This design comes from an exercise in tuning for small area on the open sky130 flow, not from production work. In this exercise RTL edits were held to simulation tests only and were not proved equivalent to the original. The flow treats the clock pin as an ideal source. Dropping or thinning the clock tree relies on that and would not hold on a real chip. Power is estimated from default activity; no workload was simulated.

==> flow/design.v (excerpt) <==
module top(
  input clk,
  input rst_n,
  input din_rx,
  output dout_tx_s1,
  output dout_tx_s2,
  output [31:0] addr_tx_s1,
  output [31:0] addr_tx_s2
    );
Size in the first run: roughly 300 cells after synthesis, roughly 82 flip-flops, about 69 I/O pins, ~3300 µm² of cells after synthesis.
==> module top, before the edit <==
module top(
  input clk,
  input rst_n,
  input din_rx,
  output dout_tx_s1,
  output dout_tx_s2,
  output [31:0] addr_tx_s1,
  output [31:0] addr_tx_s2
    );
  reg [3:0] rp;
  reg [5:0] rc1;
  wire r_idle = rp[3] & ~rp[2] & rp[1];                      
  wire r_stop = rp[3] & rp[1] & ~rp[0];                      
  wire r_data = ~rp[1] | (~rp[2] & ~rp[0]) | (~rp[3] & rp[0]);
  wire r_bit0 = rp[3] & rp[2];                               
  wire r_bit1 = rp[3] & rp[0];                               
  wire rc1_51 = ~rc1[5] & ~rc1[4] & ~rc1[3] & ~rc1[2];       
  wire strobe = r_data & rc1_51;                             
  wire rx_done = r_stop & din_rx & rc1_51;                   
  always @(posedge clk) begin
    if (!rst_n | rx_done)
      rp <= 4'd11;
    else if (r_idle ? !din_rx : (rc1_51 & ~r_stop))
      rp <= {rp[2:0], rp[3] ^ rp[0]};
  end
  always @(posedge clk) begin
    if (r_idle)
      rc1 <= 6'd27;
    else if (rc1_51) begin
      if (!r_stop) rc1 <= 6'd5;
    end else if (!r_stop | din_rx)
      rc1 <= {rc1[4:0], rc1[5] ^ rc1[4]};
  end
  reg [3:0] k;
  reg [1:0] sel;        
  reg pw;               
  reg pw_seen;          
  reg [15:0] wd;        
  reg [31:0] wan;       
  reg [1:0] b;
  reg [3:0] p;
  reg [5:0] c;
  reg [1:0] gn;         
  wire idle  = b[1] & ~b[0];
  wire byte0 = ~b[1] & ~b[0];
  wire byte1 = ~b[1] & b[0];
  wire byte2 = b[1] & b[0];
  wire p_wait = ~p[3] & p[2];                   
  wire p_stop = ~p[3] & ~p[1] & p[0];           
  wire c50 = ~c[5] & c[4] & ~c[3] & c[2] & ~c[1] & ~c[0];
  wire c_m2 = ~c[4] & c[3] & ~c[2] & ~c[1] & ~c[0];
  wire c_m1 = ~c[5] & ~c[3] & ~c[2] & ~c[1] & ~c[0];
  wire release_parser = byte1 & p_wait & c_m1;
  wire k_wait = k[2] & ~k[1] & k[0];            
  wire k_last = k[2] & k[1] & ~k[0];            
  wire start = rx_done & k_last & (pw | pw_seen);
  always @(posedge clk) begin
    if (!rst_n) begin
      k <= 4'd12;
      pw_seen <= 0;
    end else begin
      if (k_wait) begin
        if (release_parser) k <= 4'd12;
      end else if (rx_done)
        k <= {k[2:0], k[3] ^ k[0]};
      if (rx_done & k_last)
        pw_seen <= pw_seen | pw;
    end
  end
  always @(posedge clk) begin
    if (strobe & k[3] & k[2] & ~k[1]) begin      
      if (r_bit0) sel[0] <= din_rx;
      if (r_bit1) sel[1] <= din_rx;
    end
    if (strobe & k[3] & ~k[2] & k[0] & r_bit0)    
      pw <= din_rx;
  end
  wire wd_rx  = strobe & pw & ~k[3] & ~k[0];         
  wire wd_tx  = c50 & p[3] & ~b[1];
  always @(posedge clk) begin
    if (wd_rx | wd_tx)
      wd <= {wd_rx ? din_rx : wd[0], wd[15:1]};
    if (strobe & pw & k[1] & (k[0] | k[2]))           
      wan <= {~din_rx, wan[31:1]};
  end
  always @(posedge clk) begin
    if (start) begin
      p <= 4'd7;
      c <= 6'd6;
    end else if (c50) begin
      if (p_stop) begin
        p <= 4'd7;
        c <= 6'd4;
      end else begin
        p <= p + 4'd1;
        c <= 6'd32;
      end
    end else
      c <= {c[4:0], c[5] ^ c[0]};
  end
  always @(posedge clk) begin
    if (!rst_n)
      b <= 2'b10;
    else if (start)
      b <= 2'b00;
    else if (~idle & c50 & p_stop)
      b <= {b[0], ~b[1]};      
  end
  always @(posedge clk) begin
    if (!rst_n)
      gn <= 2'b11;
    else if (p_wait & c_m2) begin
      if (byte0) gn <= ~{sel == 2'b01, sel == 2'b10};
      else if (byte2) gn <= 2'b11;
    end
  end
  reg tx1, tx2;
  always @(posedge clk) begin
    if (!rst_n) begin
      tx1 <= 0;
      tx2 <= 0;
    end else if (idle | p_stop) begin
      tx1 <= 1;
      tx2 <= 1;
    end else if (c50) begin
      if (p_wait) begin
        tx1 <= 0;
        tx2 <= 0;
      end else if (p[3]) begin
        tx1 <= ~gn[0] & wd[0];
        tx2 <= ~gn[1] & wd[0];
      end
    end
  end
  assign dout_tx_s1 = tx1;
  assign dout_tx_s2 = tx2;
  wire [31:0] an = {wan[7:0], wan[15:8], wan[23:16], wan[31:24]};
  assign addr_tx_s1 = ~(an | {32{gn[0]}});
  assign addr_tx_s2 = ~(an | {32{gn[1]}});
endmodule
Settings: LEC_CHECK=0, CAP_MARGIN=0, CORE_MARGIN=2, CORE_UTILIZATION=70, PLACE_DENSITY=0.9, SLEW_MARGIN=0; clock period 5.0 ns.
standard.sh (not shown) runs the stock make flow with config.mk's settings and CLKGATE_MAP_FILE= SYNTH_SCRIPT=/design/flow/synth_recipe.tcl, a recipe that flattens the netlist after the stock synthesis.
==> flow/flow/run.sh <==
#!/bin/bash
# The standard layout (standard.sh, standard synthesis) with three
# changes: the port buffers are the smallest buffer cell, the clock tree is a
# single level of buffers built by flow/cts_pre.tcl, and after the clock tree
# cells with spare slack are shrunk (flow/cts_post.tcl).
set -euo pipefail
F=$(pwd)/flow
bash standard.sh synth > synth.log 2>&1
MY_CTS_NBUF=3 MY_CTS_CELL=sky130_fd_sc_hd__clkbuf_16 bash standard.sh \
  "BUFFER_PORTS_ARGS=-buffer_cell sky130_fd_sc_hd__buf_1" \
  "PRE_CTS_TCL=$F/cts_pre.tcl" \
  "POST_CTS_TCL=$F/cts_post.tcl" \
  finish > layout.log 2>&1
Other scripts of this flow, unchanged in this note and not shown: flow/flow/cts_post.tcl, flow/flow/cts_pre.tcl
Edit:
==> flow/design.v (replaced) <==
module top(
  input clk,
  input rst_n,
  input din_rx,
  output dout_tx_s1,
  output dout_tx_s2,
  output [31:0] addr_tx_s1,
  output [31:0] addr_tx_s2
    );
  reg [3:0] rp;
  reg [5:0] rc1;
  wire r_idle = ~rp[3] & rp[1] & ~rp[0];                     
  wire r_stop = ~rp[3] & ~rp[1] & rp[0];                     
  wire rc1_51 = ~rc1[5] & ~rc1[4] & ~rc1[3] & ~rc1[2];       
  wire strobe = rp[3] & rc1_51;                              
  wire rx_done = r_stop & din_rx & rc1_51;                   
  always @(posedge clk) begin
    if (!rst_n)
      rp <= 4'd2;
    else if (r_idle) begin
      if (!din_rx) rp <= 4'd7;
    end else if (r_stop) begin
      if (din_rx & rc1_51) rp <= 4'd2;
    end else if (rc1_51)
      rp <= rp + 4'd1;
  end
  always @(posedge clk) begin
    if (r_idle)
      rc1 <= 6'd27;
    else if (rc1_51) begin
      if (!r_stop) rc1 <= 6'd5;
    end else if (!r_stop | din_rx)
      rc1 <= {rc1[4:0], rc1[5] ^ rc1[4]};
  end
  reg [3:0] k;
  reg [1:0] sel;        
  reg pw;               
  reg pw_seen;          
  reg [15:0] wd;        
  reg [31:0] wan;       
  reg [1:0] b;
  reg [3:0] p;
  reg [5:0] c;
  reg [1:0] gn;         
  wire idle  = b[1] & ~b[0];
  wire byte0 = ~b[1] & ~b[0];
  wire byte1 = ~b[1] & b[0];
  wire byte2 = b[1] & b[0];
  wire p_wait = ~p[3] & p[2];                   
  wire p_stop = ~p[3] & ~p[1] & p[0];           
  wire c50 = c[5] & ~c[4] & c[3] & ~c[2] & c[1];
  wire c_m2 = ~c[4] & ~c[3] & ~c[2] & ~c[1] & ~c[0];
  wire c_m1 = ~c[5] & ~c[4] & ~c[3] & ~c[2] & ~c[1];
  wire release_parser = byte1 & p_wait & c_m1;
  wire k_wait = ~k[3] & ~k[2];                  
  wire k_last = k[3] & k[2] & k[1] & k[0];      
  wire start = rx_done & k_last & (pw | pw_seen);
  always @(posedge clk) begin
    if (!rst_n) begin
      k <= 4'd6;
      pw_seen <= 0;
    end else begin
      if (k_wait) begin
        if (release_parser) k <= 4'd6;
      end else if (rx_done)
        k <= k + 4'd1;
      if (rx_done & k_last)
        pw_seen <= pw_seen | pw;
    end
  end
  always @(posedge clk) begin
    if (strobe & ~k[3] & ~k[0]) begin            
      if (rp[2:0] == 3'd0) sel[0] <= din_rx;
      if (rp[2:0] == 3'd1) sel[1] <= din_rx;
    end
    if (strobe & ~k[3] & k[0] & (rp[2:0] == 3'd0))    
      pw <= din_rx;
  end
  wire wd_rx  = strobe & pw & k[3] & ~k[2] & ~k[1];
  wire wd_tx  = c50 & p[3] & ~b[1];
  always @(posedge clk) begin
    if (wd_rx | wd_tx)
      wd <= {wd_rx ? din_rx : wd[0], wd[15:1]};
    if (strobe & pw & k[3] & k[2])
      wan <= {~din_rx, wan[31:1]};
  end
  always @(posedge clk) begin
    if (start) begin
      p <= 4'd7;
      c <= 6'd47;
    end else if (c50) begin
      if (p_stop) begin
        p <= 4'd7;
        c <= 6'd48;
      end else begin
        p <= p + 4'd1;
        c <= 6'd2;
      end
    end else
      c <= {c[4:0], c[5] ^ c[4]};
  end
  always @(posedge clk) begin
    if (!rst_n)
      b <= 2'b10;
    else if (start)
      b <= 2'b00;
    else if (~idle & c50 & p_stop)
      b <= {b[0], ~b[1]};      
  end
  always @(posedge clk) begin
    if (!rst_n)
      gn <= 2'b11;
    else if (p_wait & c_m2) begin
      if (byte0) gn <= ~{sel == 2'b01, sel == 2'b10};
      else if (byte2) gn <= 2'b11;
    end
  end
  reg tx1, tx2;
  always @(posedge clk) begin
    if (!rst_n) begin
      tx1 <= 0;
      tx2 <= 0;
    end else if (idle | p_stop) begin
      tx1 <= 1;
      tx2 <= 1;
    end else if (c50) begin
      if (p_wait) begin
        tx1 <= 0;
        tx2 <= 0;
      end else if (p[3]) begin
        tx1 <= ~gn[0] & wd[0];
        tx2 <= ~gn[1] & wd[0];
      end
    end
  end
  assign dout_tx_s1 = tx1;
  assign dout_tx_s2 = tx2;
  wire [31:0] an = {wan[7:0], wan[15:8], wan[23:16], wan[31:24]};
  assign addr_tx_s1 = ~(an | {32{gn[0]}});
  assign addr_tx_s2 = ~(an | {32{gn[1]}});
endmodule
Setup slack improves by 0.10 ns. Synthesized area increases by a few percent. Design area increases by a few percent. Routed wire length went up by a few percent. Via count goes up by a few percent. Worst hold slack stays flat. Final cell count came out higher by a few percent. Register-to-register slack improves by 0.10 ns. Fmax is higher by a few percent. Power rose by a few percent. Global-route usage increases by 1.7 points. Critical path depth decreases by 1. Clock power rises by a few percent. Die area increases by a few percent.
In every run of this note, the design's own scripts or RTL, not TritonCTS, make the clock network.

afterwards: timing with drivers on the ports:
How much do the figures lean on ideal ports? The routed layouts below were timed once more, with nothing changed but the port constraints. Step 1 sets driving cells, clkbuf_16 on the clock port and buf_2 on the other inputs (assumed; they add their load-dependent delay and slew). Step 2 also shifts input and output timing later by t, the mid clock arrival at the registers, as if the neighbouring blocks saw the same clock. a / b / c = ideal / step 1 / step 2; a / b = the first two.
run	t, ns	slack for setup (ns)	hold slack, ns	clock arrival spread, ns	slew at the worst register clock pin (ns)
the first run	0.216	1.825 / 1.825 / 1.825	0.429 / 0.429 / 0.429	0.013 / 0.012	0.10 / 0.10
the second run	0.221	1.930 / 1.930 / 1.930	0.431 / 0.432 / 0.432	0.013 / 0.013	0.10 / 0.10
After both steps every run listed still meets setup and hold.
